Source: an optimization exercise on an open RTL-to-GDS flow (aim: small area). Production flows keep margins and buffers that such runs may drop. Only simulation tests tie the RTL to the original design; equivalence was not proved. The clock cells of runs 2 to 6 come from the design's own scripts or RTL, not from TritonCTS. No driver is modelled on the clock port, so clock power and skew are understated where the tree is cut down; a real chip needs a root buffer or a tree. Power is estimated from default activity; no workload was simulated.

## design/flow/constraint.sdc

```tcl
create_clock -name core_clock -period 45.0 [get_ports {clk}]
set_input_delay 9.0000 -clock core_clock [delete_from_list [all_inputs] [get_ports {clk}]]
set_output_delay 9.0000 -clock core_clock [all_outputs]
set_load 0.01 [all_outputs]
```

## design/flow/flow/my_synth.tcl

```tcl
# synth_recipe.tcl, with ORFS's ABC script replaced by flow/area.abc
proc synth {args} { yosys synth -nofsm -noshare {*}$args }
proc abc {args} {
  set i [lsearch -exact $args -script]
  if {$i >= 0} { lset args [expr {$i+1}] $::env(MY_ABC_SCRIPT) }
  yosys abc {*}$args
}
source $::env(SCRIPTS_DIR)/synth.tcl
# left out here: clear keep_hierarchy, flatten, clean up, hide names made inside functions, write 1_2_yosys.v
```

## design/flow/config.mk

```make
export PLATFORM = sky130hd
export DESIGN_NAME = reaction_game
export DESIGN_NICKNAME = reaction_game
export VERILOG_FILES = /design/flow/design.v
export SDC_FILE = /design/flow/constraint.sdc
export NUM_CORES = 4
export LEC_CHECK = 0
export CAP_MARGIN = 20
export CORE_MARGIN = 2
export CORE_UTILIZATION = 70
export CTS_BUF_LIST = sky130_fd_sc_hd__clkbuf_8
export SLEW_MARGIN = 20
```

## design/flow/design.v

```verilog
module reaction_game(
    input  wire clk,
    input  wire start_btn,
    input  wire resp_btn,
    input  wire reset_btn,
    output reg  [7:0] leds,
    output reg  [6:0] seg,
    output reg        dp,
    output reg  [7:0] an,
    output wire       piezo,
    output wire lcd_rs,
    output wire lcd_rw,
    output reg  lcd_e,
    output wire [7:0] lcd_data,
    output wire fc_r,
    output wire fc_g,
    output wire fc_b
);
reg [15:0] scan;
always @(posedge clk) begin
    if (reset_btn) scan <= 16'hFFFF;
    else           scan <= scan + 1'b1;
end
wire ms_tick = &scan[2:0];
localparam S_IDLE=3'd0, S_WAIT=3'd1, S_SIGNAL=3'd2, S_CAPTURE=3'd3, S_RESULT=3'd4, S_FALSE=3'd5;
reg [2:0] state, next_state;
reg       chg;          
wire st_idle   = (state == S_IDLE);
wire st_wait   = (state == S_WAIT);
wire st_signal = (state == S_SIGNAL);
wire st_result = (state == S_RESULT);
wire st_false  = (state == S_FALSE);
reg [3:0] d0, d1, d2, d3, d4;
reg       hi;
wire m500  = (d3 != 0) | (d2 >= 5);                        
wire fast  = ~hi & (d4 == 0) & (d3 == 0);                  
wire le1k  = fast | (~hi & (d4 == 0) & (d3 == 1) & (d2 == 0) & (d1 == 0) & (d0 == 0));
localparam [15:0] INJ = 16'h544F;    
reg [15:0] lfsr;
reg [4:0]  inj;                      
wire       inj_on = ~inj[4];
wire       lfsr_init = reset_btn | (st_idle & ~start_btn);
always @(posedge clk) begin
    if (lfsr_init) lfsr <= 16'hACE1;
    else lfsr <= {lfsr[14:0], st_idle ? 1'b1 : inj_on ? INJ[inj[3:0]] : (lfsr[15]^lfsr[13]^lfsr[12]^lfsr[10])};
    if (st_idle) inj <= 5'd1;
    else if (inj_on) inj <= inj + 1'b1;
end
always @(*) begin
    next_state = state;
    case (state)
        S_IDLE:    if (start_btn) next_state = S_WAIT;
        S_WAIT:    if (resp_btn) next_state = S_FALSE; else if (wait_done) next_state = S_SIGNAL;
        S_SIGNAL:  if (resp_btn) next_state = S_CAPTURE;
        S_CAPTURE: next_state = S_RESULT;
        S_RESULT:  if (start_btn) next_state = S_IDLE;
        S_FALSE:   if (d3[1]) next_state = S_IDLE;
        default:   next_state = state;
    endcase
end
always @(posedge clk) begin
    if (reset_btn) begin state <= S_IDLE; chg <= 1'b1; end
    else begin state <= next_state; chg <= (next_state != state); end
end
wire cnt_clr = st_idle | (st_wait & (resp_btn | wait_done)) | (st_false & d3[1]);
wire cnt_inc = ms_tick & (st_wait | st_false | (st_signal & ~chg));
wire c0 = cnt_inc & (d0 == 9);
wire c1 = c0 & (d1 == 9);
wire c2 = c1 & (d2 == 9);
wire c3 = c2 & (d3 == 9);
wire c4 = c3 & (d4 == 9);
always @(posedge clk) begin
    if (reset_btn | cnt_clr) begin
        d0 <= 0; d1 <= 0; d2 <= 0; d3 <= 0; d4 <= 0; hi <= 0;
    end else begin
        if (cnt_inc) d0 <= c0 ? 4'd0 : d0 + 1'b1;
        if (c0) d1 <= c1 ? 4'd0 : d1 + 1'b1;
        if (c1) d2 <= c2 ? 4'd0 : d2 + 1'b1;
        if (c2) d3 <= c3 ? 4'd0 : d3 + 1'b1;
        if (c3) d4 <= c4 ? 4'd0 : d4 + 1'b1;
        if (c4) hi <= 1'b1;
    end
end
reg        play;
reg        p_out;
assign piezo = p_out;
localparam [13:0] MEL_K0  = 14'd10135;
localparam [13:0] MEL_END = 14'h3FFF;
reg  [13:0] m_cnt;
wire [11:0] r2    = {m_cnt[10:0] & {11{~st_idle}}, lfsr[15]};
wire [12:0] r2sub = {1'b0, r2} - 13'd1501;
wire        wait_done = m500 & (m_cnt[10:0] == 0);
wire        mel_end = (m_cnt == MEL_END);
always @(posedge clk) begin
    if (st_idle | inj_on)                       m_cnt <= {3'b0, r2sub[12] ? r2[10:0] : r2sub[10:0]};
    else if (st_result & chg)                   m_cnt <= MEL_K0;
    else if (play & ms_tick & (m_cnt[13:3] == 0)) m_cnt <= MEL_END;
    else                                        m_cnt <= m_cnt - {13'b0, play | (ms_tick & m500)};
end
always @(posedge clk) begin
    if (reset_btn) play <= 1'b0;
    else play <= st_result & (chg | (play & ~mel_end));
end
always @(posedge clk) begin
    if (reset_btn) p_out <= 0;
    else p_out <= play & ~mel_end & fast & (p_out | (m_cnt == MEL_K0 - 14'd4800));
end
assign fc_r = 1'b0;
assign fc_g = 1'b0;
assign fc_b = 1'b0;
wire [1:0] wstep = d1[1:0] + {d2[0], 1'b0} + (d0 != 0);
always @(*) begin
    case (state)
        S_IDLE:              leds = 8'b00000001;
        S_WAIT:              leds = 8'b1 << wstep;
        S_SIGNAL, S_CAPTURE: leds = 8'hFF;
        S_RESULT:            leds = le1k ? 8'h0F : 8'hF0;
        S_FALSE:             leds = d2[0] ? 8'h00 : 8'hFF;
        default:             leds = 8'b1;
    endcase
end
wire [2:0] digit_sel = (lcd_data[7:5] == 0) ? 3'd0 : scan[15:13];
wire       blank = st_wait | st_false;
reg  [3:0] digit;
always @(*) begin
    an = 8'hFF;
    case (digit_sel)
        0: begin an[0] = 0; digit = d4; end
        1: begin an[1] = 0; digit = d3; end
        2: begin an[2] = 0; digit = d2; end
        3: begin an[3] = 0; digit = d1; end
        default: digit = 4'hF;
    endcase
    if (blank & ~digit_sel[2]) digit = 4'd0;
end
function [6:0] map(input [3:0] v);
    case (v)
        0: map = 7'b0111111;
        1: map = 7'b0000110;
        2: map = 7'b1011011;
        3: map = 7'b1001111;
        4: map = 7'b1100110;
        5: map = 7'b1101101;
        6: map = 7'b1111101;
        7: map = 7'b0000111;
        8: map = 7'b1111111;
        9: map = 7'b1101111;
        default: map = 7'b0000000;
    endcase
endfunction
always @(*) begin
    seg = map(digit);
    dp = (digit_sel == 1);
end
function [7:0] lcd_char(input [2:0] s, input f, input [2:0] i);
    reg [47:0] m;
    begin
        case (s)
            S_IDLE:   m = "START ";
            S_WAIT:   m = "WAIT  ";
            S_SIGNAL: m = "GO!!  ";
            S_RESULT: m = f ? "GOOD!!" : "AGAIN ";
            S_FALSE:  m = "FALSE ";
            default:  m = "GO!!  ";    
        endcase
        case (i)
            1: lcd_char = m[47:40];
            2: lcd_char = m[39:32];
            3: lcd_char = m[31:24];
            4: lcd_char = m[23:16];
            5: lcd_char = m[15:8];
            6: lcd_char = m[7:0];
            default: lcd_char = 8'h80;
        endcase
    end
endfunction
reg [2:0] lcd_idx;
reg [6:0] lcd_q;        
wire [7:0] lcd_w = lcd_char(state, fast, lcd_idx);
reg [2:0] lcd_st;
always @(posedge clk) begin
    if (reset_btn) begin
        lcd_idx <= 0;
        lcd_st <= 0;
    end else if (chg) begin
        lcd_idx <= 0;
        lcd_st <= (lcd_st == 2 || lcd_st == 6) ? 3'd6 : 3'd0;
    end else begin
        case (lcd_st)
            3'd0, 3'd6: lcd_st <= 3'd1;
            3'd1, 3'd2: lcd_st <= lcd_st + 1'b1;
            3'd3, 3'd4: if (ms_tick) lcd_st <= lcd_st + 1'b1;
            default: if (ms_tick) begin
                if (lcd_idx == 6) lcd_st <= 3'd3;
                else begin lcd_st <= 0; lcd_idx <= lcd_idx + 1'b1; end
            end
        endcase
    end
end
always @(*) lcd_e = (lcd_st == 2) | (lcd_st == 6);
always @(posedge clk) begin
    if (reset_btn) lcd_q <= 0;
    else if (~chg & (lcd_st == 0 || lcd_st == 6)) lcd_q <= {lcd_w[7], lcd_w[5:0]};
end
assign lcd_data = {lcd_q[6], ~lcd_q[6] & ~lcd_q[5] & (lcd_q[4:0] != 0), lcd_q[5:0]};
assign lcd_rs = lcd_data[6] | lcd_data[5];
assign lcd_rw = 1'b0;
endmodule
```

## design/flow/standard.sh

```bash
#!/bin/bash
# synth_recipe.tcl (not shown) runs the flow's synth.tcl, then flattens the netlist and writes it again
# the make line also repeats each setting of config.mk as NAME=value (left out here)
make -C /OpenROAD-flow-scripts/flow DESIGN_CONFIG=/design/flow/config.mk WORK_HOME=/design/flow/orfs CLKGATE_MAP_FILE= SYNTH_SCRIPT=/design/flow/synth_recipe.tcl "${@:-finish}"
```

## design/flow/flow/area.abc

```
strash
dc2
balance; rewrite; refactor; balance; rewrite; rewrite -z; balance; refactor -z; rewrite -z; balance
&get -n
&deepsyn -T 60
&put
dch -f
amap
topo
```

## design/flow/flow/run.sh

```bash
#!/bin/bash
# The standard layout (standard.sh), with three changes:
#  - synthesis maps with an area-oriented ABC script (flow/area.abc) and
#    leaves adders to ABC instead of fixed half/full-adder cells;
#  - port buffers are the smallest buffer, buf_1.
# Registers are inferred exactly as in the standard synthesis.
set -euo pipefail
HERE=$(pwd)
export MY_ABC_SCRIPT=$HERE/flow/area.abc
export ADDER_MAP_FILE=
export ABC_AREA=1
export BUFFER_PORTS_ARGS="-buffer_cell sky130_fd_sc_hd__buf_1"
sed -e "s#SYNTH_SCRIPT=[^ ]*synth_recipe.tcl#SYNTH_SCRIPT=$HERE/flow/my_synth.tcl#" standard.sh > my_standard.sh
grep -q "flow/my_synth.tcl" my_standard.sh
bash my_standard.sh > flow.log 2>&1
cp orfs/logs/sky130hd/reaction_game/base/*.log . 2>/dev/null || true
```

==> flow_summary.yaml, run 1 <==
floorplanning:
  coreArea_sq_um: 5960
  die_h_microns: 82.6
  fp-row-count: 28
  dieWidth_microns: 82.6
  dieArea_sq_um: 6830
  initial_core_util_pct: 72.7
  ios: 43
grt:
  use_met1_pct: 37.2
  grt_start_max_net_pins: 20
  grt_pass1_wl_microns: 16500
  top_usage_layer: "met2"
  grt_usage_pct: 31.0
  grt_pass1_vias: 3872
  gr-total-overflow: 0
  use_met3_pct: 6.41
  antenna_found_initial: 0
  gr-usage-met2_pct: 52.7
final_layout:
  final_common_cell: "nor2_1"
  diodes: 0
  final_cell_mix: "nor2_1, dfxtp_1, clkinv_1, o21ai_0, nand2_1"
  nFillCells: 433
  fin_nets: 630
  syn2layout_area_growth_pct: 8.12
  drive_above_1_share_pct: 2.69
clocking:
  cts_resized: 0
  cts_buffers: 9
  postCtsHoldBufs: 0
  ctsRootBufferMaster: "clkbuf_8"
  clk_path_buf_depth: 2
  clkLatencyLatePin_ns: 0.36
  cts.clk_slew.worst_paths_ns: 0.09
  postCtsSetupBuffers: 0
  htree_levels: 3
  cts_sinks: 91
  cts_tree: "done"
timing:
  slew_viol_final: 0
  max_slew.worst_pin.slew_ns: 0.881
  fin_crit_sh_pct: 27.6
  fmax_mhz: 80.5
  tns_ns: 0
  skew_ns: 0.0108
  setup_viol: 0
  rsz0062_at_grt: "no"
  final_hold_viol_count: 0
  min_period_ns: 12.43
  slew-limit-headroom_pct: 40.7
  holdWs_ns: 0.399
drt:
  wirelength_microns: 10000
  postRouteAntennaNets: 0
  avgViaCountPerCell: 5.94
  dr_total_vias: 4193
  wl_per_cell_microns: 14.2
  firstDrtPassIters: 5
  drt-initial-drc-count: 359
  drc: 0
critical_path:
  cp_top_family: "simple AND/OR/NAND/NOR gates"
  cp.required_ns: 36.00
  path_cells: "nor3_1 -> nand3_1 -> nor3_1 -> or3_1 -> or2_0 -> o22ai_1 -> nor2_1 -> clkinv_1 -> nor3_1 -> nor3_1 -> nor3_1 -> nor2_1 -> clkinv_1 -> o32a_1 -> or2_0 -> o21a_1 -> buf_1"
  critPathCaptureType: "output pin"
  critPathBufInv: 3
  reg2reg_depth: 29
  cp.arrival_ns: 3.43
  start_kind: "register"
  slowest_stage: "dfxtp_1"
  path_depth: 17
  cp_common_cell: "nor3_1"
  crit_path_max_fanout: 5
  critPathMaxStageDelay_ns: 0.33
  path_class: "reg2out"
synthesis:
  synth_fa_ha_area_share_pct: 0
  ys_seq_elements: 91
  synthSimpleGateAreaFrac_pct: 26.5
  synthDistinctLibCells: 42
  yosysSeqAreaShare_pct: 42.1
  synth_area_sq_um: 4330
  ys_async_sr_fraction_pct: 0
  synth_top_family_by_area: "simple AND/OR/NAND/NOR gates"
  postSynthAreaPerCell_sq_um: 7.41
  synth_top_area_cell: "dfxtp_1"
  synthXorXnorAreaFrac_pct: 0
  synth_warnings: 1
  synthCells: 584
  synth_edf_count: 0
  synthMuxAreaShare_pct: 0
  synth_flop_cell: "dfxtp_1"
  synthTopCellsByArea: "dfxtp_1, nor2_1, clkinv_1"
  synth_top_area_share_pct: 42.1
  synth_compound_gate_area_share_pct: 22.0
status:
  outcome: "timing/DRC/antenna clean"
min_path:
  hold_class: "reg2reg"
  whs_path_depth: 1
placed_design:
  hpwl_microns: 7470
  gp_congestion: 0.906
  port_buffers: 34
flow_run:
  maxCapViolCount: 0
power_and_ir_drop:
  peakVddDrop_v: 0.0000299
  power_density_nw_per_um2: 34.6
  static-leakage-power_nw: 1.59
state kept, by name, indices dropped and copies added, names as in the netlist:
name	cells
d4	4
m_cnt	14
chg	1
lcd_st	3
d3	4
p_out	1
hi	1
scan	16
lcd_idx	3
d0	4
lcd_q	7
d2	4
inj	5
d1	4
state	3
play	1
lfsr	16
layer usage:
layer | up-vias | part of all wire (%) | routed length [microns]
met3 | 27 | 5.8 | 582
met2 | 160 | 47 | 4710
met4 | 0 | 2.7 | 274
li1 | 2118 | - | -
met1 | 1888 | 45 | 4470
met5 | - | 0 | 0
path summary, 6_finish.rpt:
kind	startpoint	end	slack [ns]
setup / recovery	lcd_q[2]	seg[4]	32.57
hold reg to reg	scan[0]	scan[0]	0.40
setup reg to reg	state[0]	d4[1]	39.69
hold / removal	scan[0]	scan[0]	0.40
synthesized netlist by cell type (all sizes together) (4+ instances only):
master     n
o21ai     49
nor2     103
nand3     12
or3       10
clkinv    84
a211oi    11
o21a       4
nor3      28
or2       17
buf       11
o22ai     15
dfxtp     91
nor2b      9
a31oi     15
nand2     37
o32ai      5
and3      11
a2111oi    6
nor4       7
a21oi     22
cell type report:
class / count / area, sq um / area share, %
Tap cell: 75 / 93.8 / 2.01
Clock buffer: 9 / 124 / 2.65
Sequential cell: 91 / 1820 / 38.9
Multi-Input combinational cell: 404 / 2130 / 45.5
Clock inverter: 7 / 51.3 / 1.10
Timing Repair Buffer: 36 / 143 / 3.05
Inverter: 84 / 315 / 6.74
report_power, final:
part | leakage, nW | internal (mW) | switching [mW]
clock network | 0.0914 | 0.0204 | 0.0299
registers | 0.743 | 0.0860 | 0.00385
logic | 0.759 | 0.00741 | 0.0143
through the flow:
step / instances / setup slack, ns / power (mW) / util, % / instance area [sq um]
finish: 706 / 32.57 / 0.162 / 78.6 / 4680
global route: 706 / 32.23 / 0.169 / 78.6 / 4680
CTS: 706 / 32.62 / 0.162 / 78.6 / 4680
detailed placement: 690 / 33.01 / 0.113 / 75.6 / 4500
global placement: 690 / 33.26 / 0.112 / 75.6 / 4500
floorplan: 590 / 33.11 / 0.107 / - / 4350
cell families after synthesis:
group,Yosys count
simple gates,246
flops,91
compound gates,150
buf+inv,95
other cells,2
==> run 2: changes to the inputs <==
==> design/flow/flow/run.sh (replaced) <==
#!/bin/bash
# The standard layout (standard.sh), with these changes:
#  - synthesis maps with an area-oriented ABC script (flow/area.abc) and
#    leaves adders to ABC instead of fixed half/full-adder cells;
#    registers are inferred exactly as in the standard synthesis;
#  - port buffers are the smallest buffer, buf_1;
#  - the clock is buffered by flow/my_cts.tcl: MY_CLK_K buffers, each
#    driving one group of nearby registers, driven from the clock port.
set -euo pipefail
HERE=$(pwd)
export MY_ABC_SCRIPT=$HERE/flow/area.abc
export ADDER_MAP_FILE=
export ABC_AREA=1
export BUFFER_PORTS_ARGS="-buffer_cell sky130_fd_sc_hd__buf_1"
export PRE_CTS_TCL=$HERE/flow/my_cts.tcl
export MY_CLK_K=4
export MY_CLK_BUF=sky130_fd_sc_hd__buf_12
export MY_CLK_ROOT=
sed -e "s#SYNTH_SCRIPT=[^ ]*synth_recipe.tcl#SYNTH_SCRIPT=$HERE/flow/my_synth.tcl#" standard.sh > my_standard.sh
grep -q "flow/my_synth.tcl" my_standard.sh
bash my_standard.sh > flow.log 2>&1
==> design/flow/flow/my_cts.tcl (new file) <==
# Clock buffering without TritonCTS (sourced as PRE_CTS_TCL): the clock sinks are split into
# MY_CLK_K groups by k-means on their positions; each group gets one buffer
# (MY_CLK_BUF) at its centre, driven straight from the clock port.
proc my_clock_buffer {} {
  set block [ord::get_db_block]
  set db [ord::get_db]
  set clk_net [$block findNet clk]
  set master [$db findMaster $::env(MY_CLK_BUF)]
  set K $::env(MY_CLK_K)
  set sinks {}
  foreach it [$clk_net getITerms] {
    set loc [[$it getInst] getLocation]
    lappend sinks [list $it [lindex $loc 0] [lindex $loc 1]]
  }
  set n [llength $sinks]
  # initial centres: sinks spread by sorted order of x+y and y-x
  set order [lsort -real -index 1 $sinks]
  set cx {}; set cy {}
  for {set k 0} {$k < $K} {incr k} {
    set s [lindex $order [expr {int(($k + 0.5) * $n / $K)}]]
    lappend cx [lindex $s 1]; lappend cy [lindex $s 2]
  }
  for {set iter 0} {$iter < 50} {incr iter} {
    set asg {}
    foreach s $sinks {
      set best 0; set bd 1e30
      for {set k 0} {$k < $K} {incr k} {
        set d [expr {abs([lindex $s 1] - [lindex $cx $k]) + abs([lindex $s 2] - [lindex $cy $k])}]
        if {$d < $bd} { set bd $d; set best $k }
      }
      lappend asg $best
    }
    for {set k 0} {$k < $K} {incr k} { set sx($k) 0.0; set sy($k) 0.0; set sn($k) 0 }
    foreach s $sinks a $asg {
      set sx($a) [expr {$sx($a) + [lindex $s 1]}]; set sy($a) [expr {$sy($a) + [lindex $s 2]}]; incr sn($a)
    }
    for {set k 0} {$k < $K} {incr k} {
      if {$sn($k) > 0} { lset cx $k [expr {$sx($k) / $sn($k)}]; lset cy $k [expr {$sy($k) / $sn($k)}] }
    }
  }
  set drv_net $clk_net
  if {[info exists ::env(MY_CLK_ROOT)] && $::env(MY_CLK_ROOT) ne ""} {
    set rinst [odb::dbInst_create $block [$db findMaster $::env(MY_CLK_ROOT)] clkbuf_root]
    set drv_net [odb::dbNet_create $block clknet_root]
    $drv_net setSigType CLOCK
    [$rinst findITerm A] connect $clk_net
    [$rinst findITerm X] connect $drv_net
    set rx 0.0; set ry 0.0
    for {set k 0} {$k < $K} {incr k} { set rx [expr {$rx + [lindex $cx $k]}]; set ry [expr {$ry + [lindex $cy $k]}] }
    $rinst setLocation [expr {int($rx / $K)}] [expr {int($ry / $K)}]
    $rinst setPlacementStatus PLACED
  }
  for {set k 0} {$k < $K} {incr k} {
    if {$sn($k) == 0} continue
    set inst [odb::dbInst_create $block $master clkbuf_leaf_$k]
    set net [odb::dbNet_create $block clknet_leaf_$k]
    $net setSigType CLOCK
    [$inst findITerm A] connect $drv_net
    [$inst findITerm X] connect $net
    $inst setLocation [expr {int([lindex $cx $k])}] [expr {int([lindex $cy $k])}]
    $inst setPlacementStatus PLACED
    set net_of($k) $net
    puts "my_clock_buffer: $::env(MY_CLK_BUF) clkbuf_leaf_$k drives $sn($k) sinks"
  }
  foreach s $sinks a $asg {
    set it [lindex $s 0]
    $it disconnect
    $it connect $net_of($a)
  }
}

# Replace TritonCTS (which always builds a tree of at least 9 buffers here)
# by the buffering above. cts.tcl then legalizes, repairs timing as usual.
rename clock_tree_synthesis orig_clock_tree_synthesis
proc clock_tree_synthesis {args} {
  my_clock_buffer
  set_propagated_clock [all_clocks]
}
--- a/design/flow/config.mk
+++ b/design/flow/config.mk
@@ -10,3 +10,2 @@
 export CORE_UTILIZATION = 70
-export CTS_BUF_LIST = sky130_fd_sc_hd__clkbuf_8
 export SLEW_MARGIN = 20
==> run 2 against run 1 <==
Still clean on timing, DRC and antenna. Synthesized area down 1.1%. Critical path depth down 1. First-iteration DRC count down 7.2%. Sequential power about the same. Design area down 3.2%. Via count down 0.64%. Routed wire length down 1.8%. Fmax up 1.8%. Setup slack better by 0.22 ns. Register-to-register slack better by 0.65 ns. Worst hold slack better by 0.011 ns. Final cell count down 2.3%. Critical path type unchanged. Highest routed layer unchanged.
==> flow_summary.yaml, run 2 <==
timing:
  fmax_mhz: 81.9
  final_hold_viol_count: 0
  setup_viol: 0
  min_period_ns: 12.21
  skew_ns: 0.0376
  holdWs_ns: 0.410
  setup_slack_ns: 32.79
  fin_crit_sh_pct: 27.1
  slew_viol_final: 0
  slew-limit-headroom_pct: 40.9
  max_slew.worst_pin.slew_ns: 0.864
  tns_ns: 0
  rsz0062_at_grt: "no"
drt:
  firstDrtPassIters: 5
  avgViaCountPerCell: 6.04
  wirelength_microns: 9850
  drt-initial-drc-count: 333
  postRouteAntennaNets: 0
  drc: 0
  dr_total_vias: 4166
  wl_per_cell_microns: 14.3
clocking:
  postCtsHoldBufs: 0
  clkLatencyLatePin_ns: 0.14
  postCtsSetupBuffers: 0
  cts.clk_slew.worst_paths_ns: 0.11
  cts_resized: 0
final_layout:
  final_cell_mix: "nor2_1, dfxtp_1, clkinv_1, nand2_1, o21ai_0"
  drive_above_1_share_pct: 0.813
  diodes: 0
  fin_nets: 621
  final_common_cell: "nor2_1"
  nFillCells: 469
  final_util_pct: 76.5
  largest_registers: "lfsr: 16 flops, scan: 16 flops, m_cnt: 14 flops"
  syn2layout_area_growth_pct: 5.82
power_and_ir_drop:
  peakVddDrop_v: 0.0000324
  power_mw: 0.145
  static-leakage-power_nw: 1.50
  power_density_nw_per_um2: 32.0
synthesis:
  synthCells: 581
  yosysMostFrequentCell: "nor2_1"
  synth_top_area_share_pct: 42.5
  ys_seq_elements: 91
  synth_warnings: 1
  synthXorXnorAreaFrac_pct: 0
  synthSimpleGateAreaFrac_pct: 27.9
  synthMuxAreaShare_pct: 0
  synth_top_family_by_area: "simple AND/OR/NAND/NOR gates"
  synthDistinctLibCells: 42
  synth_fa_ha_area_share_pct: 0
  synthTopCellsByArea: "dfxtp_1, nor2_1, o21ai_0"
  ys_async_sr_fraction_pct: 0
  synth_commonest_cells: "nor2_1, dfxtp_1, clkinv_1, nand2_1, o21ai_0"
  yosysSeqAreaShare_pct: 42.5
  postSynthAreaPerCell_sq_um: 7.37
  synth_top_area_cell: "dfxtp_1"
  synth_compound_gate_area_share_pct: 21.3
  synth_area_sq_um: 4280
  synth_flop_cell: "dfxtp_1"
  synth_edf_count: 0
grt:
  grt_usage_pct: 29.2
  antenna_found_initial: 0
  grt_pass1_vias: 3647
  gr-total-overflow: 0
  grt_pass1_wl_microns: 16100
  grt_start_max_net_pins: 34
floorplanning:
  die_h_microns: 82.2
  coreArea_sq_um: 5920
  dieArea_sq_um: 6760
  initial_core_util_pct: 72.3
  ios: 43
  fp-row-count: 28
  dieWidth_microns: 82.2
min_path:
  hp-start: "scan[0]"
  min_to: "scan[0]"
  whs_path_depth: 1
  hold_class: "reg2reg"
placed_design:
  gp_congestion: 0.992
  dp_slack_ns: 33.07
  port_buffers: 34
  hpwl_microns: 7340
critical_path:
  cp.required_ns: 36.00
  r2r_start: "state[0]"
  worstSetupStartpoint: "lcd_q[0]"
  critPathCaptureType: "output pin"
  cp.arrival_ns: 3.21
  reg2reg_to: "d4[3]"
  crit_path_max_fanout: 5
  path_class: "reg2out"
  ff2ff_setup_slack_ns: 40.34
  start_kind: "register"
  reg2reg_depth: 19
flow_run:
  maxCapViolCount: 0
status:
  outcome: "timing/DRC/antenna clean"
[run 2: cell count changes after synthesis, sizes merged, moves of 3 or more]
cell	delta
nand2	+20
or2	+4
clkinv	-14
a211oi	-4
nor2	+6
nor3	-6
o22ai	-8
o21ai	+8
nand3	-5
o32ai	-4
a31oi	+5
and3	-3
[run 2: power by group]
group          switching [mW]  leakage [nW]  total [mW]  internal (mW)
logic                  0.0139         0.716      0.0211        0.00720
clock network          0.0192        0.0376      0.0337         0.0145
registers             0.00414         0.743      0.0902         0.0861
total                  0.0373          1.50       0.145          0.108
[run 2: worst max-delay path by stage]
stage / end / slack, ns / cells after the start
floorplan: seg[6] / 33.33 / 10
global placement: seg[4] / 33.29 / 16
detailed placement: seg[4] / 33.07 / 16
CTS: seg[4] / 32.88 / 16
global route: seg[4] / 32.54 / 14
finish: seg[4] / 32.79 / 16
[run 2: kinds of logic after synthesis]
family,Yosys count
flops,91
other cells,2
simple gates,261
compound gates,146
buf+inv,81
[run 2: metal layers]
metal	wire length (microns)	global-route usage, %	vias to the layer above
li1	-	-	2075
met3	660	3.26	16
met5	0	0	-
met1	4350	38.9	1904
met4	121	4.00	0
met2	4720	52.2	171
[run 2: worst max-delay path, cell delays in order (launching register included)]
cell	delay, ns
dfxtp_1	0.38
nor3_1	0.07
nand3_1	0.10
nor3_1	0.08
or3_1	0.36
or2_0	0.32
o22ai_1	0.24
a21oi_1	0.05
o21ai_0	0.17
clkinv_1	0.20
nor2_1	0.20
clkinv_1	0.11
and3_1	0.19
a31oi_1	0.15
o21ai_0	0.16
a21oi_1	0.14
buf_1	0.16
[run 2: area by class of cell]
cell class	count	area, sq um	area share, %
Buffer	4	80.1	1.77
Multi-Input combinational cell	415	2140	47.2
Timing Repair Buffer	35	135	2.98
Inverter	70	263	5.80
Sequential cell	91	1820	40.2
Tap cell	75	93.8	2.07
[run 2: through the flow]
step / cell area (sq um) / std cells
global route: 4530 / 690
CTS: 4530 / 690
global placement: 4450 / 686
finish: 4530 / 690
detailed placement: 4450 / 686
floorplan: 4300 / 587
==> run 3: changes to the inputs <==
--- a/design/flow/design.v
+++ b/design/flow/design.v
@@ -18,2 +18,4 @@
 );
+parameter CLOCK_FREQ=8000;
+parameter MS_TICKS=CLOCK_FREQ/1000;
 reg [15:0] scan;
@@ -34,5 +36,5 @@
 reg       hi;
-wire m500  = (d3 != 0) | (d2 >= 5);                        
+wire m500  = d3[1] | d3[0] | d2[3] | (d2[2] & (d2[1] | d2[0]));   
 wire fast  = ~hi & (d4 == 0) & (d3 == 0);                  
-wire le1k  = fast | (~hi & (d4 == 0) & (d3 == 1) & (d2 == 0) & (d1 == 0) & (d0 == 0));
+wire le1k  = fast | (~hi & (d4 == 0) & (d3 == 4'd1) & (d2 == 0) & (d1 == 0) & (d0 == 0));
 localparam [15:0] INJ = 16'h544F;    
@@ -60,13 +62,20 @@
 end
+wire leave_wait  = st_wait & (resp_btn | wait_done);
+wire leave_false = st_false & d3[1];
+wire trans = (st_idle & start_btn) | leave_wait | (st_signal & resp_btn) | (state == S_CAPTURE)
+           | (st_result & start_btn) | leave_false;
 always @(posedge clk) begin
     if (reset_btn) begin state <= S_IDLE; chg <= 1'b1; end
-    else begin state <= next_state; chg <= (next_state != state); end
-end
-wire cnt_clr = st_idle | (st_wait & (resp_btn | wait_done)) | (st_false & d3[1]);
+    else begin state <= next_state; chg <= trans; end
+end
+wire cnt_clr = st_idle | leave_wait | leave_false;
 wire cnt_inc = ms_tick & (st_wait | st_false | (st_signal & ~chg));
-wire c0 = cnt_inc & (d0 == 9);
-wire c1 = c0 & (d1 == 9);
-wire c2 = c1 & (d2 == 9);
-wire c3 = c2 & (d3 == 9);
-wire c4 = c3 & (d4 == 9);
+function [3:0] inc10(input [3:0] d);
+    inc10 = (d + 1'b1) & {4{~(d[3] & d[0])}};
+endfunction
+wire c0 = cnt_inc & d0[3] & d0[0];
+wire c1 = c0 & d1[3] & d1[0];
+wire c2 = c1 & d2[3] & d2[0];
+wire c3 = c2 & d3[3] & d3[0];
+wire c4 = c3 & d4[3] & d4[0];
 always @(posedge clk) begin
@@ -75,7 +84,7 @@
     end else begin
-        if (cnt_inc) d0 <= c0 ? 4'd0 : d0 + 1'b1;
-        if (c0) d1 <= c1 ? 4'd0 : d1 + 1'b1;
-        if (c1) d2 <= c2 ? 4'd0 : d2 + 1'b1;
-        if (c2) d3 <= c3 ? 4'd0 : d3 + 1'b1;
-        if (c3) d4 <= c4 ? 4'd0 : d4 + 1'b1;
+        if (cnt_inc) d0 <= inc10(d0);
+        if (c0) d1 <= inc10(d1);
+        if (c1) d2 <= inc10(d2);
+        if (c2) d3 <= inc10(d3);
+        if (c3) d4 <= inc10(d4);
         if (c4) hi <= 1'b1;
@@ -86,4 +95,3 @@
 assign piezo = p_out;
-localparam [13:0] MEL_K0  = 14'd10135;
-localparam [13:0] MEL_END = 14'h3FFF;
+localparam [13:0] MEL_K0  = 14'd12991;
 reg  [13:0] m_cnt;
@@ -92,3 +100,3 @@
 wire        wait_done = m500 & (m_cnt[10:0] == 0);
-wire        mel_end = (m_cnt == MEL_END);
+wire        mel_end = m_cnt[13] & m_cnt[12] & m_cnt[11];
 always @(posedge clk) begin
@@ -96,3 +104,3 @@
     else if (st_result & chg)                   m_cnt <= MEL_K0;
-    else if (play & ms_tick & (m_cnt[13:3] == 0)) m_cnt <= MEL_END;
+    else if (play & ms_tick & (m_cnt[13:3] == 11'd357)) m_cnt <= 14'h3FFF;
     else                                        m_cnt <= m_cnt - {13'b0, play | (ms_tick & m500)};
@@ -105,3 +113,3 @@
     if (reset_btn) p_out <= 0;
-    else p_out <= play & ~mel_end & fast & (p_out | (m_cnt == MEL_K0 - 14'd4800));
+    else p_out <= play & ~mel_end & fast & ~m_cnt[13];
 end
@@ -126,28 +134,23 @@
     an = 8'hFF;
-    case (digit_sel)
-        0: begin an[0] = 0; digit = d4; end
-        1: begin an[1] = 0; digit = d3; end
-        2: begin an[2] = 0; digit = d2; end
-        3: begin an[3] = 0; digit = d1; end
-        default: digit = 4'hF;
+    an[digit_sel] = 1'b0;
+    an[7:4] = 4'hF;
+    case (digit_sel[1:0])
+        0: digit = d4;
+        1: digit = d3;
+        2: digit = d2;
+        default: digit = d1;
     endcase
-    if (blank & ~digit_sel[2]) digit = 4'd0;
+    if (blank) digit = 4'd0;
 end
 function [6:0] map(input [3:0] v);
-    case (v)
-        0: map = 7'b0111111;
-        1: map = 7'b0000110;
-        2: map = 7'b1011011;
-        3: map = 7'b1001111;
-        4: map = 7'b1100110;
-        5: map = 7'b1101101;
-        6: map = 7'b1111101;
-        7: map = 7'b0000111;
-        8: map = 7'b1111111;
-        9: map = 7'b1101111;
-        default: map = 7'b0000000;
-    endcase
+    map = {v[3] | (v[2] & ~v[1]) | (~v[2] & v[1]) | (v[1] & ~v[0]),                     
+           v[3] | (~v[1] & ~v[0]) | (v[2] & ~v[1]) | (v[2] & ~v[0]),                     
+           (~v[2] & ~v[0]) | (v[1] & ~v[0]),                                             
+           v[3] | (~v[2] & ~v[0]) | (v[1] & ~v[0]) | (~v[2] & v[1]) | (v[2] & ~v[1] & v[0]),  
+           v[2] | ~v[1] | v[0],                                                          
+           ~v[2] | (v[1] & v[0]) | (~v[1] & ~v[0]),                                      
+           v[3] | v[1] | (v[2] & v[0]) | (~v[2] & ~v[0])};                               
 endfunction
 always @(*) begin
-    seg = map(digit);
+    seg = digit_sel[2] ? 7'd0 : map(digit);
     dp = (digit_sel == 1);
@@ -193,3 +196,3 @@
             default: if (ms_tick) begin
-                if (lcd_idx == 6) lcd_st <= 3'd3;
+                if (lcd_idx[2] & lcd_idx[1]) lcd_st <= 3'd3;    
                 else begin lcd_st <= 0; lcd_idx <= lcd_idx + 1'b1; end
--- a/design/flow/flow/run.sh
+++ b/design/flow/flow/run.sh
@@ -2,4 +2,5 @@
 # The standard layout (standard.sh), with these changes:
-#  - synthesis maps with an area-oriented ABC script (flow/area.abc) and
-#    leaves adders to ABC instead of fixed half/full-adder cells;
+#  - synthesis maps with an area-oriented ABC script (flow/area.abc), run
+#    with several seeds keeping the smallest, and leaves adders to ABC
+#    instead of fixed half/full-adder cells;
 #    registers are inferred exactly as in the standard synthesis;
@@ -7,3 +8,4 @@
 #  - the clock is buffered by flow/my_cts.tcl: MY_CLK_K buffers, each
-#    driving one group of nearby registers, driven from the clock port.
+#    driving one group of nearby registers, driven from the clock port;
+#  - after floorplan, flow/my_ties.tcl lets one tie cell drive a 0 and a 1.
 set -euo pipefail
@@ -11,2 +13,3 @@
 export MY_ABC_SCRIPT=$HERE/flow/area.abc
+export MY_ABC_SEEDS="1 2 3 4 5 6 7 8"
 export ADDER_MAP_FILE=
@@ -15,2 +18,3 @@
 export PRE_CTS_TCL=$HERE/flow/my_cts.tcl
+export POST_FLOORPLAN_TCL=$HERE/flow/my_ties.tcl
 export MY_CLK_K=4
--- a/design/flow/flow/area.abc
+++ b/design/flow/flow/area.abc
@@ -4,3 +4,3 @@
 &get -n
-&deepsyn -T 60
+&deepsyn -T 30 -S SEED
 &put
==> design/flow/flow/my_synth.tcl (replaced) <==
# synth_recipe.tcl, with ORFS's ABC mapping replaced: the combinational logic
# is mapped with flow/area.abc (area-oriented, with &deepsyn) once per seed in
# MY_ABC_SEEDS, and the smallest result is kept. Registers are untouched.
proc synth {args} { yosys synth -nofsm -noshare {*}$args }
proc abc {args} {
  set i [lsearch -exact $args -script]
  set tmpl [open $::env(MY_ABC_SCRIPT) r]
  set text [read $tmpl]
  close $tmpl
  set lib $::env(LIB_FILES)
  yosys design -save my_pre_abc
  set best -1
  set best_area 1e30
  foreach seed $::env(MY_ABC_SEEDS) {
    yosys design -load my_pre_abc
    set f $::env(OBJECTS_DIR)/area_$seed.abc
    set fh [open $f w]
    puts -nonewline $fh [string map [list SEED $seed] $text]
    close $fh
    set a $args
    if {$i >= 0} { lset a [expr {$i+1}] $f }
    yosys abc {*}$a
    set rpt $::env(OBJECTS_DIR)/area_$seed.txt
    yosys tee -q -o $rpt stat -liberty [lindex $lib 0]
    set fh [open $rpt r]
    set area 1e30
    regexp {Chip area for module[^:]*: ([0-9.]+)} [read $fh] -> area
    close $fh
    puts "my_synth: ABC seed $seed area $area"
    yosys design -save my_abc_$seed
    if {$area < $best_area} { set best_area $area; set best $seed }
  }
  puts "my_synth: keeping ABC seed $best (area $best_area)"
  yosys design -load my_abc_$best
}
source $::env(SCRIPTS_DIR)/synth.tcl
# left out here: clear keep_hierarchy, flatten, clean up, hide names made inside functions, write 1_2_yosys.v
==> design/flow/flow/my_ties.tcl (new file) <==
# Sourced as POST_FLOORPLAN_TCL. repair_tie_fanout gives every constant
# output its own sky130 conb_1 tie cell, using only its HI or only its LO
# pin; a conb_1 has both, so pair them up: one cell drives a 1 and a 0.
proc my_merge_ties {} {
  set block [ord::get_db_block]
  set his {}
  set los {}
  foreach inst [$block getInsts] {
    if {[[$inst getMaster] getName] ne "sky130_fd_sc_hd__conb_1"} continue
    set hn [[$inst findITerm HI] getNet]
    set ln [[$inst findITerm LO] getNet]
    if {$hn ne "NULL" && $ln eq "NULL"} { lappend his $inst }
    if {$ln ne "NULL" && $hn eq "NULL"} { lappend los $inst }
  }
  set n 0
  foreach h $his l $los {
    if {$h eq "" || $l eq ""} break
    set it [$l findITerm LO]
    set net [$it getNet]
    $it disconnect
    [$h findITerm LO] connect $net
    odb::dbInst_destroy $l
    incr n
  }
  puts "my_merge_ties: merged $n pairs of tie cells"
}
my_merge_ties
--- a/design/flow/config.mk
+++ b/design/flow/config.mk
@@ -7,5 +7,6 @@
 export LEC_CHECK = 0
-export CAP_MARGIN = 20
+export CAP_MARGIN = 5
 export CORE_MARGIN = 2
 export CORE_UTILIZATION = 70
-export SLEW_MARGIN = 20
+export PLACE_DENSITY = 0.9
+export SLEW_MARGIN = 5
==> run 3 against run 2 <==
Still clean on timing, DRC and antenna. First-iteration DRC count down 19%. Core utilization fell by 0.35 points. Total power rose by 53%. Critical path type unchanged. Largest cell class unchanged.
==> flow_summary.yaml, run 3 <==
synthesis:
  ys_seq_elements: 91
  synth_top_area_cell: "dfxtp_1"
  synth_flop_cell: "dfxtp_1"
  synth_warnings: 1
  postSynthAreaPerCell_sq_um: 7.31
  yosysMostFrequentCell: "nor2_1"
  synth_area_sq_um: 4240
  synthDistinctLibCells: 40
  yosysSeqAreaShare_pct: 42.9
  synthTopCellsByArea: "dfxtp_1, nor2_1, clkinv_1"
  synth_top_area_share_pct: 42.9
  ys_async_sr_fraction_pct: 0
  synth_commonest_cells: "nor2_1, dfxtp_1, clkinv_1, o21ai_0, nand2_1"
  synthCells: 580
  synth_edf_count: 0
floorplanning:
  fp-row-count: 28
  die_h_microns: 81.8
  ios: 43
  dieArea_sq_um: 6700
  dieWidth_microns: 81.8
  coreArea_sq_um: 5890
  initial_core_util_pct: 72.1
placed_design:
  hpwl_microns: 7370
  dp_slack_ns: 33.70
  postPlaceCellArea_sq_um: 4400
  port_buffers: 34
  gp_congestion: 0.882
  dp.cells: 682
power_and_ir_drop:
  p_clk_share_pct: 15.1
  peakVddDrop_v: 0.0000421
  power_density_nw_per_um2: 49.5
  static-leakage-power_nw: 1.57
  internal_power_mw: 0.134
  switching_share_pct: 39.7
  p_sw_mw: 0.0881
  p_comb_share_pct: 39.5
  power_mw: 0.222
  p_seq_share_pct: 45.4
final_layout:
  regArea_sq_um: 1820
  final_cells: 686
  fin_nets: 621
  drive_above_1_share_pct: 0.982
  final_util_pct: 76.2
  final_cell_area_sq_um: 4480
  final_common_cell: "nor2_1"
  diodes: 0
  nFillCells: 469
  final_cell_mix: "nor2_1, dfxtp_1, clkinv_1, o21ai_0, nand2_1"
  multiInputGateArea_sq_um: 2060
  largest_registers: "lfsr: 16 flops, scan: 16 flops, m_cnt: 14 flops"
  syn2layout_area_growth_pct: 5.69
critical_path:
  critPathBufInv: 3
  path_class: "reg2out"
  cp.required_ns: 36.00
  cp_top_family: "compound AO/OA/AOI/OAI gates"
  crit_path_max_fanout: 7
  critPathMaxStageDelay_ns: 0.39
  slowest_stage: "dfxtp_1"
  cp_common_cell: "a21oi_1"
  critPathCaptureType: "output pin"
  start_kind: "register"
  cp.arrival_ns: 2.53
  path_cells: "clkinv_1 -> a21oi_1 -> clkinv_1 -> o22ai_1 -> nor2_1 -> a21oi_1 -> o22ai_1 -> nor3_1 -> a21oi_1 -> buf_1"
flow_run:
  maxCapViolCount: 0
timing:
  setup_viol: 0
  setup_slack_ns: 33.47
  fmax_mhz: 86.7
  fin_crit_sh_pct: 25.6
  max_slew.worst_pin.slew_ns: 0.777
  slew-limit-headroom_pct: 48.0
  skew_ns: 0.0243
  rsz0062_at_grt: "no"
  tns_ns: 0
  slew_viol_final: 0
  min_period_ns: 11.53
  final_hold_viol_count: 0
  holdWs_ns: 0.410
grt:
  use_met3_pct: 3.19
  top_usage_layer: "met2"
  use_met1_pct: 34.3
  grt_pass1_wl_microns: 15800
  grt_start_max_net_pins: 29
  antenna_found_initial: 0
  grt_pass1_vias: 3808
  gr-usage-met2_pct: 52.0
  gr-total-overflow: 0
  grt_usage_pct: 28.7
drt:
  postRouteAntennaNets: 0
  wirelength_microns: 9560
  dr_total_vias: 4142
  avgViaCountPerCell: 6.04
  firstDrtPassIters: 6
  drc: 0
  wl_per_cell_microns: 13.9
  drt-initial-drc-count: 271
clocking:
  cts.clk_slew.worst_paths_ns: 0.11
  postCtsSetupBuffers: 0
  postCtsHoldBufs: 0
  cts_resized: 0
  clkLatencyLatePin_ns: 0.14
status:
  outcome: "timing/DRC/antenna clean"
min_path:
  hold_class: "reg2reg"
run 3: cell types whose count changed in the layout (fill, tap and decap cells not counted), moves of 6 or more:
cell       previous run  this run
nor2_1              109       129
or3_1                11         5
or2_0                21        12
a2111oi_0             7         1
a31oi_1              20        10
o21ai_0              57        50
nand2_1              57        37
run 3: logic make-up (layout without fill, tap and decap cells):
logic type | after synthesis | count (layout) | share of synthesized area [%]
AO/OA/AOI/OAI | 143 | 143 | 21.1
flip-flops | 91 | 91 | 42.9
AND/OR/NAND/NOR | 258 | 258 | 27.2
other | 2 | 4 | 0.177
buffers and inverters | 86 | 115 | 8.58
run 3: final timing paths:
| path | start | slack, ns | cells after the start | endpoint |
|---|---|---|---|---|
| max | scan[14] | 33.47 | 10 | seg[0] |
| min reg2reg | lfsr[6] | 0.41 | 1 | lfsr[7] |
| min | lfsr[6] | 0.41 | 1 | lfsr[7] |
| max reg2reg | scan[0] | 41.71 | 14 | d4[1] |
run 3: final cells by class:
class,instances,share of cell area [%]
Multi-Input combinational cell,405,46.0
Sequential cell,91,40.6
Tap cell,75,2.09
Timing Repair Buffer,36,3.18
Buffer,4,1.79
Inverter,75,6.28
run 3: power groups by stage:
| stage | combinational [mW] | sequential, mW | clock [mW] |
|---|---|---|---|
| 6_report | 0.0877 | 0.101 | 0.0335 |
| 5_1_grt | 0.0993 | 0.102 | 0.0371 |
| 4_1_cts | 0.0868 | 0.101 | 0.0341 |
| 3_5_place_dp | 0.0862 | 0.102 | 0 |
| 3_3_place_gp | 0.0836 | 0.102 | 0 |
| 2_1_floorplan | 0.0650 | 0.100 | 0 |
run 3: worst reg2reg max path, stage by stage (launching register included):
cell and delay [ns]:
dfxtp_1 0.36, and2_0 0.19, nand2_1 0.24, nor3_1 0.42, and2_0 0.30, nand2_1 0.13
nor2_1 0.16, clkinv_1 0.17, nor2_1 0.14, nand2_1 0.13, nor2_1 0.23, and3_1 0.23
nand2_1 0.08, o21ai_0 0.32, nor2_1 0.09
run 3: routing by layer:
layer  routed length, microns  share of wire (%)
met5                        0                  0
met4                      276                2.9
met3                      582                6.1
met2                     4700                 49
met1                     4000                 42
==> run 4: changes to the inputs <==
--- a/design/flow/design.v
+++ b/design/flow/design.v
@@ -39,5 +39,8 @@
 wire le1k  = fast | (~hi & (d4 == 0) & (d3 == 4'd1) & (d2 == 0) & (d1 == 0) & (d0 == 0));
+reg  [13:0] m_cnt;
 localparam [15:0] INJ = 16'h544F;    
 reg [15:0] lfsr;
-reg [4:0]  inj;                      
+reg [4:3]  inj_hi;
+wire [4:0] inj = {inj_hi, m_cnt[13:11]};
+wire [4:0] inj_inc = inj + 1'b1;
 wire       inj_on = ~inj[4];
@@ -47,4 +50,4 @@
     else lfsr <= {lfsr[14:0], st_idle ? 1'b1 : inj_on ? INJ[inj[3:0]] : (lfsr[15]^lfsr[13]^lfsr[12]^lfsr[10])};
-    if (st_idle) inj <= 5'd1;
-    else if (inj_on) inj <= inj + 1'b1;
+    if (st_idle) inj_hi <= 2'd0;
+    else if (inj_on) inj_hi <= inj_inc[4:3];
 end
@@ -96,3 +99,2 @@
 localparam [13:0] MEL_K0  = 14'd12991;
-reg  [13:0] m_cnt;
 wire [11:0] r2    = {m_cnt[10:0] & {11{~st_idle}}, lfsr[15]};
@@ -102,3 +104,3 @@
 always @(posedge clk) begin
-    if (st_idle | inj_on)                       m_cnt <= {3'b0, r2sub[12] ? r2[10:0] : r2sub[10:0]};
+    if (st_idle | inj_on)                       m_cnt <= {st_idle ? 3'd1 : inj_inc[2:0], r2sub[12] ? r2[10:0] : r2sub[10:0]};
     else if (st_result & chg)                   m_cnt <= MEL_K0;
==> run 4 against run 3 <==
First-iteration DRC count up 48%. Register-to-register slack worse by 0.24 ns. Setup slack worse by 0.24 ns. Still clean on timing, DRC and antenna. Combinational power down 1%. Flip-flop and latch count down 3. Highest routed layer unchanged. Global-route usage up 1.1 points. Core utilization down 0.55 points. Fmax down 2.1%. Worst hold slack about the same. Sequential share of layout area down 0.82 points. Routed wire length up 3.3%. Synthesized cell count down 1.2%. Critical endpoint unchanged.
==> flow_summary.yaml, run 4 <==
clocking:
  cts_resized: 0
  cts.clk_slew.worst_paths_ns: 0.12
  postCtsHoldBufs: 0
  clkLatencyLatePin_ns: 0.15
  postCtsSetupBuffers: 0
drt:
  drc: 0
  dr_total_vias: 4206
  postRouteAntennaNets: 0
  firstDrtPassIters: 5
  drt-initial-drc-count: 401
  wirelength_microns: 9870
  avgViaCountPerCell: 6.20
  wl_per_cell_microns: 14.6
placed_design:
  hpwl_microns: 7340
  port_buffers: 34
  dp.cells: 674
  gp_congestion: 1.02
grt:
  grt_pass1_vias: 3679
  gr-total-overflow: 0
  grt_pass1_wl_microns: 16200
  grt_usage_pct: 29.8
  antenna_found_initial: 0
  grt_start_max_net_pins: 36
power_and_ir_drop:
  p_comb_share_pct: 39.5
  internal_power_mw: 0.132
  p_seq_share_pct: 45.3
  power_density_nw_per_um2: 49.6
  peakVddDrop_v: 0.0000349
  switching_share_pct: 39.8
  static-leakage-power_nw: 1.54
  p_sw_mw: 0.0874
  p_clk_share_pct: 15.3
  power_mw: 0.219
floorplanning:
  fp-row-count: 28
  ios: 43
  die_h_microns: 81.4
  coreArea_sq_um: 5850
  dieArea_sq_um: 6620
  initial_core_util_pct: 71.6
  dieWidth_microns: 81.4
min_path:
  hold_class: "reg2reg"
critical_path:
  ff2ff_setup_slack_ns: 41.47
  path_cells: "clkinv_1 -> nand3_1 -> nor3_1 -> a21oi_1 -> clkinv_1 -> o22ai_1 -> nor2b_1 -> or2_0 -> o21ai_0 -> o21ai_0 -> o21ai_0 -> buf_1"
  critPathCaptureType: "output pin"
  r2r_start: "scan[0]"
  cp-endpoint: "seg[0]"
  cp.required_ns: 36.00
  cp_common_cell: "o21ai_0"
  critPathMaxStageDelay_ns: 0.39
  cp.arrival_ns: 2.78
  worstSetupStartpoint: "lcd_q[4]"
  reg2reg_depth: 13
  start_kind: "register"
  path_class: "reg2out"
  reg2reg_to: "m_cnt[13]"
  crit_path_max_fanout: 5
  slowest_stage: "o22ai_1"
final_layout:
  largest_registers: "lfsr: 16 flops, scan: 16 flops, m_cnt: 14 flops"
  nFillCells: 459
  final_cell_mix: "nor2_1, dfxtp_1, clkinv_1, o21ai_0, nand2_1"
  multiInputGateArea_sq_um: 2090
  syn2layout_area_growth_pct: 5.58
  drive_above_1_share_pct: 0.829
  diodes: 0
  fin_nets: 613
  final_common_cell: "nor2_1"
  final_util_pct: 75.6
  regArea_sq_um: 1760
  final_cells: 678
synthesis:
  yosysSeqAreaShare_pct: 42.0
  synth_warnings: 1
  synth_commonest_cells: "nor2_1, dfxtp_1, clkinv_1, o21ai_0, nand2_1"
  yosysMostFrequentCell: "nor2_1"
  synth_edf_count: 0
  synth_top_area_cell: "dfxtp_1"
  ys_seq_elements: 88
  ys_async_sr_fraction_pct: 0
  synth_area_sq_um: 4190
  postSynthAreaPerCell_sq_um: 7.31
  synth_top_area_share_pct: 42.0
  synthTopCellsByArea: "dfxtp_1, nor2_1, clkinv_1"
  synth_flop_cell: "dfxtp_1"
  synthCells: 573
  synthDistinctLibCells: 41
flow_run:
  maxCapViolCount: 0
timing:
  setup_viol: 0
  final_hold_viol_count: 0
  min_period_ns: 11.78
  slew-limit-headroom_pct: 45.6
  fin_crit_sh_pct: 26.2
  tns_ns: 0
  rsz0062_at_grt: "no"
  skew_ns: 0.0439
  slew_viol_final: 0
  max_slew.worst_pin.slew_ns: 0.809
  fmax_mhz: 84.9
status:
  outcome: "timing/DRC/antenna clean"
## run 4: stage by stage
step                setup slack, ns  hold slack, ns  area, sq um
detailed placement            33.45           0.381         4340
global route                  32.90           0.439         4420
CTS                           33.30           0.410         4420
finish                        33.22           0.410         4420
floorplan                     33.85           0.367         4210
global placement              33.65           0.373         4340
## run 4: cells by family (layout without fill, tap and decap cells)
logic type | count (synthesis) | after routing | synth area share [%]
flip-flops | 88 | 88 | 42.0
buffers and inverters | 81 | 109 | 8.24
AND/OR/NAND/NOR | 268 | 268 | 29.4
AO/OA/AOI/OAI | 134 | 134 | 20.1
other | 2 | 4 | 0.179
## run 4: area by class of cell
class                      count  share of cell area (%)
tap                           75                    2.12
multi-input combinational    406                    47.3
sequential                    88                    39.8
inverter                      70                    5.94
buffer                         4                    1.81
timing repair buffer          35                    3.05
## run 4: power by group through the flow
stage / Clock, mW / Sequential [mW] / Combinational [mW]
final: 0.0335 / 0.0992 / 0.0866
after floorplan: 0 / 0.0980 / 0.0642
after detailed placement: 0 / 0.100 / 0.0841
after CTS: 0.0334 / 0.0988 / 0.0846
after global routing: 0.0362 / 0.101 / 0.0965
after global placement: 0 / 0.0998 / 0.0816
## run 4: worst max-delay path, delay by kind of cell, from the launching register on
family | cells | cell delay [ns]
compound gates | 5 | 1.17
simple gates | 4 | 0.70
flops | 1 | 0.34
buf+inv | 3 | 0.44
## run 4: worst min path at each step
stage | from | to | slack (ns) | cells past startpoint
after floorplan | scan[0] | scan[0] | 0.37 | 1
after global placement | scan[0] | scan[0] | 0.37 | 1
after detailed placement | scan[0] | scan[0] | 0.38 | 1
after CTS | scan[0] | scan[0] | 0.41 | 1
after global routing | scan[0] | scan[0] | 0.44 | 1
final | scan[0] | scan[0] | 0.41 | 1
## run 4: per-layer routing
metal	global-route usage (%)	vias to the layer above	routed length [microns]
li1	-	2042	-
met5	0	-	0
met4	9.32	0	268
met1	40.0	1905	4080
met3	2.11	31	864
met2	51.2	228	4660
==> run 5: changes to the inputs <==
--- a/design/flow/flow/run.sh
+++ b/design/flow/flow/run.sh
@@ -2,3 +2,3 @@
 # The standard layout (standard.sh), with these changes:
-#  - synthesis maps with an area-oriented ABC script (flow/area.abc), run
+#  - synthesis maps with area-oriented ABC scripts (flow/area*.abc), run
 #    with several seeds keeping the smallest, and leaves adders to ABC
@@ -12,4 +12,5 @@
 HERE=$(pwd)
-export MY_ABC_SCRIPT=$HERE/flow/area.abc
-export MY_ABC_SEEDS="1 2 3 4 5 6 7 8"
+export MY_ABC_SCRIPTS="$HERE/flow/area.abc $HERE/flow/area2.abc"
+export MY_ABC_SEEDS="4"
+export SYNTH_INSBUF=0
 export ADDER_MAP_FILE=
==> design/flow/flow/area2.abc (new file) <==
strash
dc2
balance; rewrite; refactor; balance; rewrite; rewrite -z; balance; refactor -z; rewrite -z; balance
&get -n
&deepsyn -T 30 -S SEED
&put
dch -f
amap
strash
dch -f
amap
topo
==> design/flow/flow/my_synth.tcl (replaced) <==
# synth_recipe.tcl, with ORFS's ABC mapping replaced: the combinational logic
# is mapped with each ABC script in MY_ABC_SCRIPTS (area-oriented, with
# &deepsyn) once per seed in MY_ABC_SEEDS, and the smallest result is kept.
# Registers are untouched.
proc synth {args} { yosys synth -nofsm -noshare {*}$args }
proc abc {args} {
  set i [lsearch -exact $args -script]
  set lib $::env(LIB_FILES)
  yosys design -save my_pre_abc
  set best ""
  set best_area 1e30
  foreach script $::env(MY_ABC_SCRIPTS) {
    set tmpl [open $script r]
    set text [read $tmpl]
    close $tmpl
    foreach seed $::env(MY_ABC_SEEDS) {
      set tag "[file rootname [file tail $script]]_$seed"
      yosys design -load my_pre_abc
      set f $::env(OBJECTS_DIR)/$tag.abc
      set fh [open $f w]
      puts -nonewline $fh [string map [list SEED $seed] $text]
      close $fh
      set a $args
      if {$i >= 0} { lset a [expr {$i+1}] $f }
      yosys abc {*}$a
      set rpt $::env(OBJECTS_DIR)/$tag.txt
      yosys tee -q -o $rpt stat -liberty [lindex $lib 0]
      set fh [open $rpt r]
      set area 1e30
      regexp {Chip area for module[^:]*: ([0-9.]+)} [read $fh] -> area
      close $fh
      puts "my_synth: ABC $tag area $area"
      yosys design -save my_abc_$tag
      if {$area < $best_area} { set best_area $area; set best $tag }
    }
  }
  puts "my_synth: keeping ABC $best (area $best_area)"
  yosys design -load my_abc_$best
}
source $::env(SCRIPTS_DIR)/synth.tcl
# left out here: clear keep_hierarchy, flatten, clean up, hide names made inside functions, write 1_2_yosys.v
--- a/design/flow/config.mk
+++ b/design/flow/config.mk
@@ -10,2 +10,3 @@
 export CORE_UTILIZATION = 70
+export GPL_TIMING_DRIVEN = 0
 export PLACE_DENSITY = 0.9
==> run 5 against run 4 <==
Worst hold slack got worse by 0.013 ns. Final cell count decreased by 2.1%. Still clean on timing, DRC and antenna. Combinational power decreased by 5.4%. Via count decreased by 4.0%. Core utilization increased by 2.9 points.
==> flow_summary.yaml, run 5 <==
status:
  outcome: "timing/DRC/antenna clean"
synthesis:
  yosysMostFrequentCell: "nor2_1"
  synthCells: 552
  ys_seq_elements: 88
  synth_area_sq_um: 4070
  ys_async_sr_fraction_pct: 0
  synth_flop_cell: "dfxtp_1"
  synth_commonest_cells: "nor2_1, dfxtp_1, clkinv_1, o21ai_0, nand2_1"
  yosysSeqAreaShare_pct: 43.3
  synth_top_area_share_pct: 43.3
  synthDistinctLibCells: 39
  postSynthAreaPerCell_sq_um: 7.37
  synth_edf_count: 0
  synthTopCellsByArea: "dfxtp_1, nor2_1, clkinv_1"
  synth_warnings: 1
  synth_top_area_cell: "dfxtp_1"
clocking:
  clkLatencyLatePin_ns: 0.13
  cts.clk_slew.worst_paths_ns: 0.10
  postCtsHoldBufs: 0
  postCtsSetupBuffers: 0
  cts_resized: 0
final_layout:
  multiInputGateArea_sq_um: 2060
  syn2layout_area_growth_pct: 7.50
  final_cell_mix: "nor2_1, dfxtp_1, clkinv_1, o21ai_0"
  final_cells: 664
  nFillCells: 446
  regArea_sq_um: 1760
  final_cell_area_sq_um: 4370
  final_common_cell: "nor2_1"
  fin_nets: 602
  diodes: 0
  largest_registers: "lfsr: 16 flops, scan: 16 flops, m_cnt: 14 flops"
  drive_above_1_share_pct: 0.676
critical_path:
  r2r_start: "state[0]"
  cp.arrival_ns: 2.79
  cp.required_ns: 36.00
  path_class: "reg2out"
  worstSetupStartpoint: "state[0]"
  critPathCaptureType: "output pin"
  crit_path_max_fanout: 11
  start_kind: "register"
timing:
  max_slew.worst_pin.slew_ns: 0.863
  slew_viol_final: 0
  skew_ns: 0.0220
  holdWs_ns: 0.396
  min_period_ns: 11.79
  fin_crit_sh_pct: 26.2
  final_hold_viol_count: 0
  rsz0062_at_grt: "no"
  setup_viol: 0
  fmax_mhz: 84.8
  slew-limit-headroom_pct: 42.1
  setup_slack_ns: 33.21
  tns_ns: 0
grt:
  grt_usage_pct: 30.5
  gr-total-overflow: 0
  grt_pass1_vias: 3687
  antenna_found_initial: 0
  grt_start_max_net_pins: 29
  grt_pass1_wl_microns: 16200
drt:
  avgViaCountPerCell: 6.08
  dr_total_vias: 4039
  wl_per_cell_microns: 14.6
  drc: 0
  postRouteAntennaNets: 0
  drt-initial-drc-count: 333
  wirelength_microns: 9700
  firstDrtPassIters: 6
floorplanning:
  dieWidth_microns: 80.2
  coreArea_sq_um: 5570
  die_h_microns: 80.2
  initial_core_util_pct: 73.0
  dieArea_sq_um: 6440
  ios: 43
  fp-row-count: 27
placed_design:
  gp_congestion: 0.977
  port_buffers: 34
  dp.cells: 660
  postPlaceCellArea_sq_um: 4290
  hpwl_microns: 7090
  dp_slack_ns: 33.48
min_path:
  hp-start: "scan[0]"
  hold_class: "reg2reg"
flow_run:
  maxCapViolCount: 0
power_and_ir_drop:
  peakVddDrop_v: 0.0000322
  power_density_nw_per_um2: 49.2
  static-leakage-power_nw: 1.50
-- run 5: changes by cell type after synthesis, sizes merged, moves of 3 or more --
cell	change
buf	-11
a21oi	+8
nor2	-5
o21ai	-3
nor3	+5
a31oi	-3
nand2	-9
-- run 5: metrics by stage --
| step | util [%] | power (mW) |
|---|---|---|
| global route | 78.5 | 0.229 |
| detailed placement | 77.0 | 0.181 |
| global placement | 77.0 | 0.178 |
| CTS | 78.5 | 0.214 |
| floorplan | - | 0.157 |
| finish | 78.5 | 0.215 |
-- run 5: worst max-delay path, stage by stage, from the launching register on --
cell	delay, ns
dfxtp_1	0.42
clkinv_1	0.28
nor2_1	0.45
clkinv_1	0.38
nor3_1	0.31
nor2_1	0.06
a21oi_1	0.24
o21ai_0	0.19
o21ai_0	0.13
buf_1	0.19
-- run 5: final timing paths --
check,endpoint,slack (ns),cells after the start
setup reg to reg,d4[1],41.07,19
hold / removal,scan[0],0.40,1
hold reg to reg,scan[0],0.40,1
setup / recovery,leds[1],33.21,9
-- run 5: final cells by class --
class / instances / area share [%]
Buffer: 4 / 1.83
Inverter: 68 / 5.84
Multi-Input combinational cell: 398 / 47.1
Sequential cell: 88 / 40.3
Tap cell: 72 / 2.06
Timing Repair Buffer: 34 / 2.92
-- run 5: kinds of logic (layout without fill, tap and decap cells) --
logic type,after synthesis,count (layout),share of synthesized area [%]
AND/OR/NAND/NOR,257,257,29.2
AO/OA/AOI/OAI,137,137,21.0
flip-flops,88,88,43.3
buffers and inverters,68,106,6.27
other,2,4,0.185
-- run 5: per-layer routing --
| metal | up-vias | wire length (microns) | track usage (%) | part of all wire (%) |
|---|---|---|---|---|
| li1 | 2016 | - | - | - |
| met1 | 1852 | 4330 | 41.4 | 45 |
| met2 | 162 | 4600 | 52.8 | 47 |
| met3 | 9 | 655 | 3.26 | 6.8 |
| met4 | 0 | 112 | 5.93 | 1.2 |
| met5 | - | 0 | 0 | 0 |
-- run 5: power breakdown --
part | internal, mW | leakage [nW] | switching (mW) | total, mW
sequential | 0.0892 | 0.719 | 0.0109 | 0.100
clock | 0.0145 | 0.0376 | 0.0189 | 0.0333
combinational | 0.0270 | 0.748 | 0.0549 | 0.0819
==> run 6: changes to the inputs <==
--- a/design/flow/flow/run.sh
+++ b/design/flow/flow/run.sh
@@ -13,4 +13,3 @@
 export MY_ABC_SCRIPTS="$HERE/flow/area.abc $HERE/flow/area2.abc"
-export MY_ABC_SEEDS="4"
-export SYNTH_INSBUF=0
+export MY_ABC_SEEDS="1 2 3 4 5 6 7 8"
 export ADDER_MAP_FILE=
--- a/design/flow/config.mk
+++ b/design/flow/config.mk
@@ -10,3 +10,2 @@
 export CORE_UTILIZATION = 70
-export GPL_TIMING_DRIVEN = 0
 export PLACE_DENSITY = 0.9
==> run 6 against run 5 <==
Clock power barely moved. Global-route usage fell by 2.6 points. Critical endpoint unchanged. Setup slack better by 0.27 ns. Critical path depth did not move. Die area rose by 1.9%. Sequential power hardly changed. Total power decreased by 0.59%. Combinational power fell by 0.7%. First-iteration DRC count grew 28%. Flip-flop and latch count unchanged. Routed wire length down 3.1%. Critical path type unchanged. Core utilization down 3.1 points.
==> flow_summary.yaml, run 6 <==
synthesis:
  synthDistinctLibCells: 40
  ys_async_sr_fraction_pct: 0
  yosysSeqAreaShare_pct: 42.4
  ys_seq_elements: 88
  synth_commonest_cells: "nor2_1, dfxtp_1, clkinv_1, o21ai_0, nand2_1"
  yosysMostFrequentCell: "nor2_1"
  synth_top_area_share_pct: 42.4
  synthTopCellsByArea: "dfxtp_1, nor2_1, clkinv_1"
  postSynthAreaPerCell_sq_um: 7.37
  synth_top_area_cell: "dfxtp_1"
  synth_warnings: 1
  synth_area_sq_um: 4150
critical_path:
  crit_path_max_fanout: 11
  path_class: "reg2out"
  start_kind: "register"
  slowest_stage: "dfxtp_1"
  path_cells: "clkinv_1 -> nor2_1 -> clkinv_1 -> nor3_1 -> nor2_1 -> a21oi_1 -> o21ai_0 -> o21ai_0 -> buf_1"
  cp.arrival_ns: 2.51
  critPathMaxStageDelay_ns: 0.39
  worstSetupStartpoint: "state[0]"
clocking:
  cts.clk_slew.worst_paths_ns: 0.08
  cts_resized: 0
  clkLatencyLatePin_ns: 0.13
  postCtsSetupBuffers: 0
drt:
  firstDrtPassIters: 6
  dr_total_vias: 4068
  drt-initial-drc-count: 427
  avgViaCountPerCell: 6.09
  postRouteAntennaNets: 0
  wl_per_cell_microns: 14.1
  drc: 0
power_and_ir_drop:
  power_density_nw_per_um2: 48.8
  p_sw_mw: 0.0832
  p_clk_share_pct: 15.4
  static-leakage-power_nw: 1.51
  peakVddDrop_v: 0.0000370
  p_comb_share_pct: 38.0
  p_seq_share_pct: 46.5
final_layout:
  final_cell_mix: "nor2_1, dfxtp_1, clkinv_1, o21ai_0"
  final_common_cell: "nor2_1"
  drive_above_1_share_pct: 0.843
  final_util_pct: 75.4
  largest_registers: "lfsr: 16 flops, scan: 16 flops, m_cnt: 14 flops"
  fin_nets: 603
placed_design:
  hpwl_microns: 7110
  gp_congestion: 0.962
  port_buffers: 34
grt:
  grt_usage_pct: 27.9
  grt_pass1_vias: 3500
  grt_start_max_net_pins: 30
  top_usage_layer: "met2"
  gr-total-overflow: 0
  use_met1_pct: 37.9
  use_met3_pct: 1.78
  gr-usage-met2_pct: 48.8
timing:
  fin_crit_sh_pct: 25.6
  min_period_ns: 11.51
  rsz0062_at_grt: "no"
  final_hold_viol_count: 0
  tns_ns: 0
  slew_viol_final: 0
  setup_viol: 0
  slew-limit-headroom_pct: 49.5
flow_run:
  maxCapViolCount: 0
min_path:
  hold_class: "reg2reg"
  hp-start: "scan[0]"
floorplanning:
  dieArea_sq_um: 6560
  die_h_microns: 81.0
  fp-row-count: 28
  dieWidth_microns: 81.0
status:
  outcome: "timing/DRC/antenna clean"
## run 6: changes by cell type in the layout (fill, tap and decap cells not counted)
cell	previous run	this run
o21ai_1	1	0
o21ai_0	46	47
buf_4	0	1
## run 6: area by class of cell
type / instances / area (sq um)
fill: 478 / 1430
timing repair buffer: 35 / 135
inverter: 68 / 255
tap: 75 / 93.8
multi-input combinational: 398 / 2060
buffer: 4 / 80.1
sequential: 88 / 1760
## run 6: cells by family after synthesis
logic type,count (synthesis),share of synthesized area (%)
simple gates,257,28.7
compound gates,137,20.6
flops,88,42.4
buf+inv,79,8.14
other cells,2,0.181
## run 6: worst reg2reg max path: stages, from the launching register on
cell and delay (ns):
dfxtp_1 0.39, clkinv_1 0.25, nor2_1 0.39, a31oi_1 0.10
nor2_1 0.16, and2_0 0.27, nand2_1 0.13, nor2_1 0.23
nand2_1 0.14, nor2_1 0.17, clkinv_1 0.15, nor2_1 0.18
nand2_1 0.13, clkinv_1 0.08, nand2_1 0.08, nor2_1 0.22
clkinv_1 0.12, nor2_1 0.13, or3_1 0.16, nor3_1 0.06
## run 6: power by group through the flow
stage	combinational (mW)	clock [mW]	sequential, mW
3_3_place_gp	0.0768	0	0.100
6_report	0.0813	0.0331	0.0996
4_1_cts	0.0798	0.0335	0.0993
2_1_floorplan	0.0611	0	0.0985
5_1_grt	0.0896	0.0358	0.101
3_5_place_dp	0.0791	0	0.101
## run 6: worst paths after layout
check / end / slack [ns] / depth (start not counted)
hold reg to reg: scan[0] / 0.41 / 1
setup reg to reg: d4[1] / 41.32 / 19
hold / removal: scan[0] / 0.41 / 1
setup / recovery: leds[1] / 33.49 / 9
## run 6: stage by stage
step	power (mW)	instance area, sq um	std cells	hold WS (ns)
4_1_cts	0.213	4390	668	0.427
3_5_place_dp	0.180	4310	664	0.405
3_3_place_gp	0.177	4310	664	0.376
6_report	0.214	4390	668	0.415
2_1_floorplan	0.160	4170	569	0.367
5_1_grt	0.227	4390	668	0.443
## run 6: layer usage
layer | vias up | share of wire [%]
li1 | 2014 | -
met1 | 1882 | 44
met2 | 157 | 48
met3 | 15 | 6.8
met4 | 0 | 1.7
met5 | - | 0
